Context: an optimization exercise on an open-source flow, tuned for small area. The choices shown serve that exercise and are no tape-out recipe. The RTL was checked by simulation tests, not by an equivalence proof against the original design. The clock cells of this run come from the design's own scripts or RTL, not from TritonCTS. The clock input has no modelled driver; a real chip could not lean on it and would need a root buffer or a full tree. Power and IR drop assume default switching activity.

==> flow/design.v <==
module Clock_one #(parameter MAINCLOCK = 15)
	(
	 input    clk,
	 input    rst,
	 input    [1:0]swch,
	 input 	 BUT1,
	 input 	 BUT2,
	 output   [15:0]OUTCR
	 );
function [3:0] inc10(input [3:0] q);
	inc10 = {q[3] ? !q[0] : (q[0] & q[1] & q[2]),
	         q[2] ^ (q[0] & q[1]),
	         q[1] ^ (q[0] & !q[3]),
	         !q[0]};
endfunction
function [2:0] inc6(input [2:0] q);
	inc6 = {q[2] ? !q[0] : (q[0] & q[1]),
	        q[1] ^ (q[0] & !q[2]),
	        !q[0]};
endfunction
function [5:0] inc24(input [5:0] h);
	if (h[5] & h[1] & h[0]) inc24 = 6'd0;
	else inc24 = {h[5] | (h[4] & h[3] & h[0]), h[4] ^ (h[3] & h[0]), inc10(h[3:0])};
endfunction
reg  [15:0] RG;
wire        tikTak = RG[15] & RG[14] & RG[9] & RG[8] & RG[6] & RG[4] & RG[0];
wire        rg15 = RG[15] & !tikTak;
always @(posedge clk)
	if (rst) RG <= 16'd0;
	else if (tikTak) RG <= 16'd1;
	else RG <= RG + 1'b1;
wire sec1KHZ   = (RG[5:0] == 6'h28);
wire SETtikTak = (RG[13:0] == 14'd12501);
wire [3:0]  db_in = {BUT2, BUT1, swch[1], swch[0]};
reg  [3:0]  db_deb;
reg  [15:0] db_c;
reg  [15:0] db_nc;
reg  [3:0]  db_flip;
reg         c3, c2, c1, c0, m;
integer i;
always @* begin
	for (i = 0; i < 4; i = i + 1) begin
		{c3, c2, c1, c0} = db_c[4*i +: 4];
		m = db_in[i] ^ db_deb[i];
		db_flip[i] = c3 & c1;
		db_nc[4*i +: 4] = {
			(c3 & !c1 & c0) | (c3 & !c1 & m) | (c2 & c1 & c0 & m),
			(c2 & !c0 & m) | (c2 & !c1 & m) | (!c3 & !c2 & c1 & c0 & m),
			(!c1 & c0 & m) | (c3 & c0 & !m) | (!c3 & c1 & !c0 & m),
			(!c3 & !c0 & m) | (!c1 & !c0 & m) | (c3 & !c1 & c0 & !m) | (c3 & c1 & !c0 & !m)};
	end
end
always @(posedge clk)
	if (rst) begin
		db_deb <= 4'b0;
		db_c   <= 16'b0;
	end
	else if (sec1KHZ) begin
		db_deb <= db_deb ^ db_flip;
		db_c   <= db_nc;
	end
wire in_BUT3 = db_deb[0];    
wire in_BUT4 = db_deb[1];    
wire in_BUT1 = db_deb[2];
wire in_BUT2 = db_deb[3];
wire mode_set   = in_BUT3 & in_BUT4;
wire mode_alarm = !in_BUT3 & !in_BUT4;
reg  [3:0] Reg_milisecth, Reg_milisecsec, Reg_milisecfrst;
wire ms_c0 = Reg_milisecth[3] & Reg_milisecth[0];
wire ms_c1 = ms_c0 & Reg_milisecsec[3] & Reg_milisecsec[0];
wire [1:0] dyn = {Reg_milisecth[1] ^ Reg_milisecsec[0], Reg_milisecth[0]};
always @(posedge clk)
	if (rst) begin
		Reg_milisecth   <= 4'd0;
		Reg_milisecsec  <= 4'd0;
		Reg_milisecfrst <= 4'd0;
	end
	else if (sec1KHZ) begin
		Reg_milisecth <= inc10(Reg_milisecth);
		if (ms_c0) Reg_milisecsec <= inc10(Reg_milisecsec);
		if (ms_c1) Reg_milisecfrst <= inc10(Reg_milisecfrst);
	end
reg  [3:0] Reg_secundes;
reg  [2:0] Reg_secten;
reg  [3:0] Reg_minutes;
reg  [2:0] Reg_minten;
reg  [3:0] Reg_HourJun;
reg  [1:0] Reg_HourSen;
wire sec9     = Reg_secundes[3] & Reg_secundes[0];
wire sec59    = sec9 & Reg_secten[2] & Reg_secten[0];
wire min9     = Reg_minutes[3] & Reg_minutes[0];
wire min59    = min9 & Reg_minten[2] & Reg_minten[0];
wire min_inc  = (mode_set & SETtikTak & !in_BUT2) | (tikTak & sec59);
wire hour_inc = (mode_set & SETtikTak & !in_BUT1) | (tikTak & sec59 & min59);
always @(posedge clk)
	if (rst) begin
		Reg_secundes <= 4'd0;
		Reg_secten   <= 3'd0;
		Reg_minutes  <= 4'd0;
		Reg_minten   <= 3'd0;
		{Reg_HourSen, Reg_HourJun} <= 6'd0;
	end
	else begin
		if (tikTak) Reg_secundes <= inc10(Reg_secundes);
		if (tikTak & sec9) Reg_secten <= inc6(Reg_secten);
		if (min_inc) Reg_minutes <= inc10(Reg_minutes);
		if (min_inc & min9) Reg_minten <= inc6(Reg_minten);
		if (hour_inc) {Reg_HourSen, Reg_HourJun} <= inc24({Reg_HourSen, Reg_HourJun});
	end
reg prev_BUT1, prev_BUT2;
always @(posedge clk) begin
	prev_BUT1 <= !rst & in_BUT1;
	prev_BUT2 <= !rst & in_BUT2;
end
reg [3:0] Reg_HourTT;
reg [1:0] Reg_TT;
reg [3:0] Reg_minTT;
reg [2:0] Reg_mTT;
wire amin_inc  = prev_BUT2 & !in_BUT2 & mode_alarm;
wire ahour_inc = prev_BUT1 & !in_BUT1 & mode_alarm;
always @(posedge clk)
	if (rst) begin
		{Reg_TT, Reg_HourTT} <= 6'd0;
		Reg_minTT <= 4'd5;
		Reg_mTT   <= 3'd0;
	end
	else begin
		if (ahour_inc) {Reg_TT, Reg_HourTT} <= inc24({Reg_TT, Reg_HourTT});
		if (amin_inc) Reg_minTT <= inc10(Reg_minTT);
		if (amin_inc & Reg_minTT[3] & Reg_minTT[0]) Reg_mTT <= inc6(Reg_mTT);
	end
reg ALARM;
always @(posedge clk)
	ALARM <= rg15 & ({Reg_HourSen, Reg_HourJun, Reg_minten, Reg_minutes}
	                   == {Reg_TT, Reg_HourTT, Reg_mTT, Reg_minTT});
reg [4:0] beep_cnt;
reg       clk_1k;
wire      beep_top = beep_cnt[4] & beep_cnt[3];    
always @(posedge clk) begin
	if (rst | beep_top) beep_cnt <= 5'd0;
	else beep_cnt <= beep_cnt + 1'b1;
	if (rst) clk_1k <= 1'b0;
	else if (beep_top & ALARM) clk_1k <= !clk_1k;
end
reg [3:0] digit;
always @* begin
	case ({in_BUT4, in_BUT3, dyn})
		4'b0000: digit = Reg_minTT;
		4'b0001: digit = {1'b0, Reg_mTT};
		4'b0010: digit = Reg_HourTT;
		4'b0011: digit = {2'b0, Reg_TT};
		4'b0100: digit = Reg_secundes;
		4'b0101: digit = {1'b0, Reg_secten};
		4'b0110: digit = Reg_minutes;
		4'b0111: digit = {1'b0, Reg_minten};
		4'b1000: digit = Reg_milisecth;
		4'b1001: digit = Reg_milisecsec;
		4'b1010: digit = Reg_milisecfrst;
		4'b1011: digit = Reg_secundes;
		4'b1100: digit = Reg_minutes;
		4'b1101: digit = {1'b0, Reg_minten};
		4'b1110: digit = Reg_HourJun;
		default: digit = {2'b0, Reg_HourSen};
	endcase
end
wire A = digit[3], B = digit[2], C = digit[1], D = digit[0];
assign OUTCR[10] = A | C | (B & D) | (!B & !D);
assign OUTCR[9]  = !B | (C & D) | (!C & !D);
assign OUTCR[8]  = B | !C | D;
assign OUTCR[7]  = A | (!B & !D) | (!B & C) | (C & !D) | (B & !C & D);
assign OUTCR[6]  = (!B & !D) | (C & !D);
assign OUTCR[5]  = A | (!C & !D) | (B & !C) | (B & !D);
assign OUTCR[4]  = A | (!B & C) | (B & !C) | (C & !D);
assign OUTCR[3] = dyn != 2'd0;
assign OUTCR[2] = dyn != 2'd1;
assign OUTCR[1] = dyn != 2'd2;
assign OUTCR[0] = dyn != 2'd3;
assign OUTCR[11] = Reg_secundes[0];
assign OUTCR[12] = rg15;
assign OUTCR[13] = clk_1k;
assign OUTCR[15:14] = 2'b11;
endmodule
==> flow/flow/run.sh <==
#!/bin/bash
# Own layout flow: the standard flow (standard.sh) with
#  - synthesis identical to the standard one up to technology mapping, but
#    with an area-oriented ABC script and without the half/full-adder cell
#    mapping; the smallest of a few ABC scripts is kept, and its registers
#    are checked against the standard synthesis (same names and cell types);
#  - in place of ORFS's clock tree, a two-level inverter tree: one inverter
#    fed by the clock port drives MY_CTS_K inverters, each driving a compact
#    group of registers (cts_inv.tcl);
#  - the smallest buffer on every port.
# Every tool's output goes to a log file in this folder.
set -euo pipefail
W=$PWD
P=$FLOW_PLATFORM

# synth_recipe.tcl with the abc override after its first line.
{ head -1 synth_recipe.tcl; cat flow/abc_proc.tcl; tail -n +2 synth_recipe.tcl; } > synth_area.tcl

# standard.sh's make command with another WORK_HOME and synthesis script.
variant() { # variant WORK_HOME SYNTH_SCRIPT_AND_EXTRA > script
  sed -e "s#WORK_HOME=[^ ]*#WORK_HOME=$1#" -e "s#SYNTH_SCRIPT=[^ ]*#SYNTH_SCRIPT=$2#" standard.sh
}
regs() { grep -E '^\s*sky130_fd_sc_hd__[a-z0-9_]+ ' "$1" | awk '$1 ~ /__(df|edf|sdf|dl)/ {print $1, $2}' | sort; }
area() { grep 'Chip area' "$1" | awk '{print $NF}'; }

# Standard synthesis, for reference.
variant "$W/std" "$W/synth_recipe.tcl" > std.sh
bash std.sh synth > std_synth.log 2>&1
regs std/results/$P/Clock_one/base/1_2_yosys.v > std_regs.txt
echo "standard synthesis: $(area std/reports/$P/Clock_one/base/synth_stat.txt) um2, $(wc -l < std_regs.txt) registers"

best=""; best_area=""
for s in flow/abc_*.script; do
  n=$(basename $s .script)
  variant "$W/try_$n" "$W/synth_area.tcl ADDER_MAP_FILE=" > try_$n.sh
  MY_ABC_SCRIPT=$W/$s bash try_$n.sh synth > synth_$n.log 2>&1 || { echo "$n: synthesis failed"; continue; }
  regs try_$n/results/$P/Clock_one/base/1_2_yosys.v > regs_$n.txt
  if ! cmp -s regs_$n.txt std_regs.txt; then echo "$n: registers differ from the standard synthesis"; continue; fi
  a=$(area try_$n/reports/$P/Clock_one/base/synth_stat.txt)
  echo "$n: $a um2"
  if [[ -z "$best" ]] || awk "BEGIN{exit !($a < $best_area)}"; then best=$n; best_area=$a; fi
done
[[ -n "$best" ]] || { echo "no area synthesis kept the standard registers"; exit 1; }
echo "using $best"

variant "$W/orfs" "$W/synth_area.tcl ADDER_MAP_FILE=" > area.sh
MY_ABC_SCRIPT=$W/flow/$best.script bash area.sh synth > synth.log 2>&1
regs orfs/results/$P/Clock_one/base/1_2_yosys.v > regs_final.txt
cmp regs_final.txt std_regs.txt

export PRE_CTS_TCL=$W/flow/cts_inv.tcl
export MY_CTS_K=6 MY_CTS_LEAF=sky130_fd_sc_hd__inv_6 MY_CTS_ROOT=sky130_fd_sc_hd__inv_8
export BUFFER_PORTS_ARGS="-buffer_cell sky130_fd_sc_hd__buf_1"
bash standard.sh > layout.log 2>&1
tail -3 layout.log
==> flow/flow/abc_b3.script <==
strash
ifraig
scorr
dc2
strash
&get -n
&dch -f
&nf -R 1000
&put
==> flow/flow/abc_c4.script <==
strash
ifraig
scorr
dc2
strash
&get -n
&dch -f
&nf -R 1000
&put
strash
&get -n
&dch -f
&nf -R 1000
&put
==> flow/flow/abc_c5.script <==
strash
ifraig
scorr
dc2
strash
&get -n
&dch -f
&nf -R 10000 -E 1000
&put
==> flow/flow/abc_e2.script <==
strash
ifraig
scorr
dc2
strash
&get -n
&dch -f
&nf -R 1000 -p -F 8 -A 4
&put
==> flow/flow/abc_e4.script <==
strash
ifraig
scorr
dc2
strash
&get -n
&dch -f
&nf -R 1000 -p -C 32
&put
==> flow/flow/abc_e7.script <==
strash
ifraig
scorr
dc2
strash
&get -n
&dch -f
&nf -R 1000 -p -C 32 -F 8 -A 4
&put
==> flow/flow/abc_e9.script <==
strash
ifraig
scorr
dc2
strash
&get -n
&dch -f
&nf -R 1000 -p -C 32
&put
strash
&get -n
&dch -f
&nf -R 1000 -p -C 32
&put
==> flow/flow/abc_proc.tcl <==
# Added to synth_recipe.tcl: Yosys's abc call runs the ABC script named by
# MY_ABC_SCRIPT instead of ORFS's speed script. Everything before it (and so
# every register) is as in the standard synthesis.
proc abc {args} {
  set i [lsearch -exact $args -script]
  if { $i >= 0 && [info exists ::env(MY_ABC_SCRIPT)] } {
    set args [lreplace $args [expr {$i + 1}] [expr {$i + 1}] $::env(MY_ABC_SCRIPT)]
  }
  yosys abc {*}$args
}
==> flow/flow/cts_inv.tcl <==
# Sourced before ORFS's CTS step: its clock_tree_synthesis call instead
# builds a two-level inverter clock tree. The clock pins are split by
# recursive bisection into MY_CTS_K groups of nearly equal size, each driven
# by one MY_CTS_LEAF inverter at its centre; one MY_CTS_ROOT inverter at the
# centre of the leaves, fed by the clock port, drives the leaf inverters, so
# every register sees the clock through two inversions.
proc cts_bisect {items k} {
  if {$k <= 1 || [llength $items] <= 1} { return [list $items] }
  set xs {}; set ys {}
  foreach it $items { lappend xs [lindex $it 0]; lappend ys [lindex $it 1] }
  set xs [lsort -real $xs]; set ys [lsort -real $ys]
  set dx [expr {[lindex $xs end] - [lindex $xs 0]}]
  set dy [expr {[lindex $ys end] - [lindex $ys 0]}]
  set idx [expr {$dx >= $dy ? 0 : 1}]
  set items [lsort -real -index $idx $items]
  set k1 [expr {$k / 2}]
  set n1 [expr {int(round([llength $items] * double($k1) / $k))}]
  return [concat [cts_bisect [lrange $items 0 [expr {$n1 - 1}]] $k1] \
                 [cts_bisect [lrange $items $n1 end] [expr {$k - $k1}]]]
}

proc cts_place {name x y} {
  set inst [[ord::get_db_block] findInst $name]
  set dbu [[ord::get_db_block] getDbUnitsPerMicron]
  $inst setLocation [expr {int($x * $dbu)}] [expr {int($y * $dbu)}]
  $inst setPlacementStatus PLACED
}

proc clock_tree_synthesis {args} {
  set dbu [[ord::get_db_block] getDbUnitsPerMicron]
  set clk_net [get_nets clk]
  set items {}
  foreach p [get_pins -of_objects $clk_net] {
    if {[get_property $p direction] ne "input"} { continue }
    set b [[sta::sta_to_db_inst [get_cells -of_objects $p]] getBBox]
    lappend items [list [expr {([$b xMin] + [$b xMax]) / 2.0 / $dbu}] \
                        [expr {([$b yMin] + [$b yMax]) / 2.0 / $dbu}] $p]
  }
  set root_net [make_net clknet_root]
  set groups [cts_bisect $items $::env(MY_CTS_K)]
  set i 0; set lx 0.0; set ly 0.0
  foreach g $groups {
    set sx 0.0; set sy 0.0
    set leaf_net [make_net clknet_leaf_$i]
    foreach it $g {
      set sx [expr {$sx + [lindex $it 0]}]; set sy [expr {$sy + [lindex $it 1]}]
      disconnect_pin $clk_net [lindex $it 2]
      connect_pin $leaf_net [lindex $it 2]
    }
    set x [expr {$sx / [llength $g]}]; set y [expr {$sy / [llength $g]}]
    set lx [expr {$lx + $x}]; set ly [expr {$ly + $y}]
    set inst [make_instance clkinv_leaf_$i $::env(MY_CTS_LEAF)]
    connect_pin $root_net [get_pins clkinv_leaf_$i/A]
    connect_pin $leaf_net [get_pins clkinv_leaf_$i/Y]
    cts_place clkinv_leaf_$i $x $y
    puts "clock leaf $i: $::env(MY_CTS_LEAF) for [llength $g] pins at ($x, $y)"
    incr i
  }
  set x [expr {$lx / $i}]; set y [expr {$ly / $i}]
  make_instance clkinv_root $::env(MY_CTS_ROOT)
  connect_pin $clk_net [get_pins clkinv_root/A]
  connect_pin $root_net [get_pins clkinv_root/Y]
  cts_place clkinv_root $x $y
  puts "clock root: $::env(MY_CTS_ROOT) for $i leaves at ($x, $y)"
  set_propagated_clock [all_clocks]
}
==> flow/standard.sh <==
#!/bin/bash
# synth_recipe.tcl (not shown) runs the flow's synth.tcl, then flattens the netlist and writes it again
# the make line also repeats each setting of config.mk as NAME=value (left out here)
make -C /OpenROAD-flow-scripts/flow DESIGN_CONFIG=/design/flow/config.mk WORK_HOME=/design/flow/orfs CLKGATE_MAP_FILE= SYNTH_SCRIPT=/design/flow/synth_recipe.tcl "${@:-finish}"
==> flow/config.mk <==
export PLATFORM = sky130hd
export DESIGN_NAME = Clock_one
export DESIGN_NICKNAME = Clock_one
export VERILOG_FILES = /design/flow/design.v
export SDC_FILE = /design/flow/constraint.sdc
export NUM_CORES = 4
export LEC_CHECK = 0
export CAP_MARGIN = 20
export CORE_MARGIN = 2
export CORE_UTILIZATION = 80
export SLEW_MARGIN = 20
==> flow/constraint.sdc <==
create_clock -name core_clock -period 10.0 [get_ports {clk}]
set_input_delay 2.0000 -clock core_clock [delete_from_list [all_inputs] [get_ports {clk}]]
set_output_delay 2.0000 -clock core_clock [all_outputs]
set_load 0.01 [all_outputs]
==> impl_metrics.ini <==
[logic_synthesis]
async_reset_ff_share_pct = 0
synth_edf_count = 0
syn-mean-instance-area_um2 = 8.20
yosys_warnings = 1
synth-xor-area-share_pct = 4.74
synth_cell_types = 38
syn-cell-area_um2 = 4070
synth-seq-cells = 90
synthCells = 496
synth.area.mux_share_pct = 0
synth-seq-area-share_pct = 44.3
synth-simple-area-share_pct = 28.0
synth_ff_type = dfxtp_1
synthAdderAreaFrac_pct = 0
synth_compound_area_share_pct = 20.7
synth_top_family_by_area = simple AND/OR/NAND/NOR gates

[hold_path]
hold_class = flop to flop
min_from = RG[14]
whs_endpoint = RG[14]
min_path_cells = 1

[placed_design]
placed_cells = 580
io_buffer_count = 19
dpl.hpwl_mm = 6.80
gp_congestion = 1.01

[sta]
tightest_slew_ns = 0.766
hold_viol_final = 0
setup_viol = 0
rsz0062_at_grt = false
period_needed_ns = 4.83
whs_ns = 0.496
fin_tns_setup_ns = 0
fmax_mhz = 207
skew_ns = 0.00777
maxSlewViolCount = 0
fin_crit_sh_pct = 48.3
slew_headroom_pct = 48.8

[setup_path]
critical_path_class = flop to output port
rr_endpoint = Reg_HourJun[1]
rr_worst_depth = 10
cp.arrival_ns = 2.83
cp_slowest_stage_delay_ns = 0.44
rrSetupSlack_ns = 7.35
required_ns = 8.00
cp_max_fo = 6
slowest_stage = dfxtp_1
path_delay_family = compound AO/OA/AOI/OAI gates
crit_buf_inv = 1
cp-start-kind = flop
worst-path-stages = 9
crit_path_end_kind = output port
crit_chain = xor2_1 > or2_0 > o22ai_1 > a222oi_1 > nand4_1 > a21oi_1 > nand2_1 > nand3_1 > buf_1
r2r-start = RG[4]

[cells_and_area]
top_regs = RG: 16 flops, db_c: 16 flops, beep_cnt: 5 flops
final_common_cell = dfxtp_1
most-common-layout-cells = dfxtp_1 (90), nor2_1 (75), a21oi_1 (50)
fin_util_pct = 88.6
drive_gt1_share_pct = 1.92
fin_cells = 587
nets = 528
nFillCells = 251
antenna_cells = 0
syn_to_final_growth_pct = 4.95

[pwr]
p_sw_w = 0.000135
clkPwrFrac_pct = 27.6
report.power.total_w = 0.000519
internal_power_w = 0.000384
power_frac_seq_pct = 69.8
total_leakage_power_nw = 1.52
swShare_pct = 26.0
powerDensity_nw_per_um2 = 122
peakVddDrop_v = 0.000104
combPwrFrac_pct = 2.6

[grt]
grt_max_degree = 65
grt_use_total_pct = 35.1
grt_pass1_wl_mm = 15.9
grt_pass1_vias = 3544
grt_antenna_before_repair = 0
overflow = 0

[floorplanning]
core-area_um2 = 4820
ioPinCount = 22
placement_rows = 25
die_x_um = 75.3
initial_core_util_pct = 84.5
dieArea_um2 = 5670
die_h_um = 75.3

[run]
drv_cap = 0

[clock_tree]
postCtsSetupRepairBufs = 0
cts_resized = 0
clkTransAtPathRegs_ns = 0.10
hold_buffers = 0
insertion_delay_ns = 0.16

[route]
vias_per_cell = 6.70
first_pass_iters = 9
antenna_left = 0
vias = 3932
totalWireLength_mm = 9.57
drc = 0
wl_per_cell_um = 16.3
drt_iter0_markers = 661

[run_status]
outcome = finished clean
## how the worst max path moves through the flow
stage | slack, ns | startpoint | end
global placement | 5.73 | Reg_milisecth[1] | OUTCR[7]
floorplan | 5.81 | Reg_milisecth[1] | OUTCR[7]
CTS | 5.32 | Reg_milisecth[1] | OUTCR[7]
finish | 5.17 | Reg_milisecth[1] | OUTCR[7]
global route | 4.96 | Reg_milisecth[1] | OUTCR[7]
detailed placement | 5.52 | Reg_milisecth[1] | OUTCR[7]
## cells in the mapped netlist, types with 3 or more instances
cell	number	area, µm²
a211oi_1	9	67.6
a21oi_1	50	250
a221oi_1	3	26.3
a222oi_1	9	90.1
a22oi_1	9	67.6
a31oi_1	13	81.3
and2_0	9	56.3
and3_1	17	106
and4_1	3	26.3
buf_4	5	37.5
clkinv_1	13	48.8
dfxtp_1	90	1800
nand2_1	32	120
nand2b_1	10	62.6
nand3_1	20	100
nand4_1	6	37.5
nor2_1	75	282
nor2b_1	8	50.1
nor3_1	38	190
nor3b_1	9	67.6
o21ai_0	14	70.1
o21bai_1	6	45.0
o221ai_1	3	26.3
o22ai_1	8	50.1
xnor2_1	8	70.1
xor2_1	14	123
## final cells by class
class	count	area [µm²]	area share, %
multi-input combinational	389	2180	51.2
sequential	90	1800	42.2
inverter	20	113	2.64
tap	67	83.8	1.96
timing repair buffer	21	87.6	2.05
## per-stage QoR
stage                     cell area [µm²]  setup slack, ns
after detailed placement             4210             5.52
after floorplan                      4070             5.81
after global placement               4210             5.73
after global routing                 4270             4.96
final                                4270             5.17
after CTS                            4270             5.32
## cells by family after synthesis
| group | after synthesis |
|---|---|
| XOR/XNOR | 22 |
| AO/OA/AOI/OAI | 132 |
| buffers and inverters | 18 |
| AND/OR/NAND/NOR | 233 |
| other | 1 |
| flip-flops | 90 |
## routing by layer
layer	global-route usage, %	vias up	wire length, µm
met5	0	-	0
li1	-	1877	-
met2	59.6	200	4680
met1	44.4	1803	3830
met3	6.75	52	700
met4	13.5	0	362
## power by group through the flow
stage	clock network (W)	registers (W)	logic [W]
after global routing	0.000155	0.000362	0.0000153
final	0.000143	0.000362	0.0000136
after detailed placement	0	0.000370	0.0000132
after global placement	0	0.000370	0.0000128
after floorplan	0	0.000370	0.00000774
after CTS	0.000142	0.000362	0.0000133

## port drivers added, routing unchanged
The results above use ideal ports. As a check the final layout listed here was re-extracted and re-timed, cells and wires unchanged.
Step 1 sets driving cells, clkbuf_16 on the clock port and buf_2 on the other inputs (assumed; they add their load-dependent delay and slew).
Step 2 also shifts input and output timing later by t, the mid clock arrival at the registers, as if the neighbouring blocks saw the same clock.
Three values: ideal, step 1, step 2; two values: the first two.
shift t [ns]: 0.208
setup WS [ns]: 5.168 / 5.121 / 5.329
hold slack, ns: 0.496 / 0.496 / 0.496
worst setup path after step 2: register to output
worst slew at a driven data input, ns: 0.03
After both steps setup and hold are still met in this run. For this run, drivers alone change the setup slack by -0.047 ns; drivers and shift together by +0.161 ns.
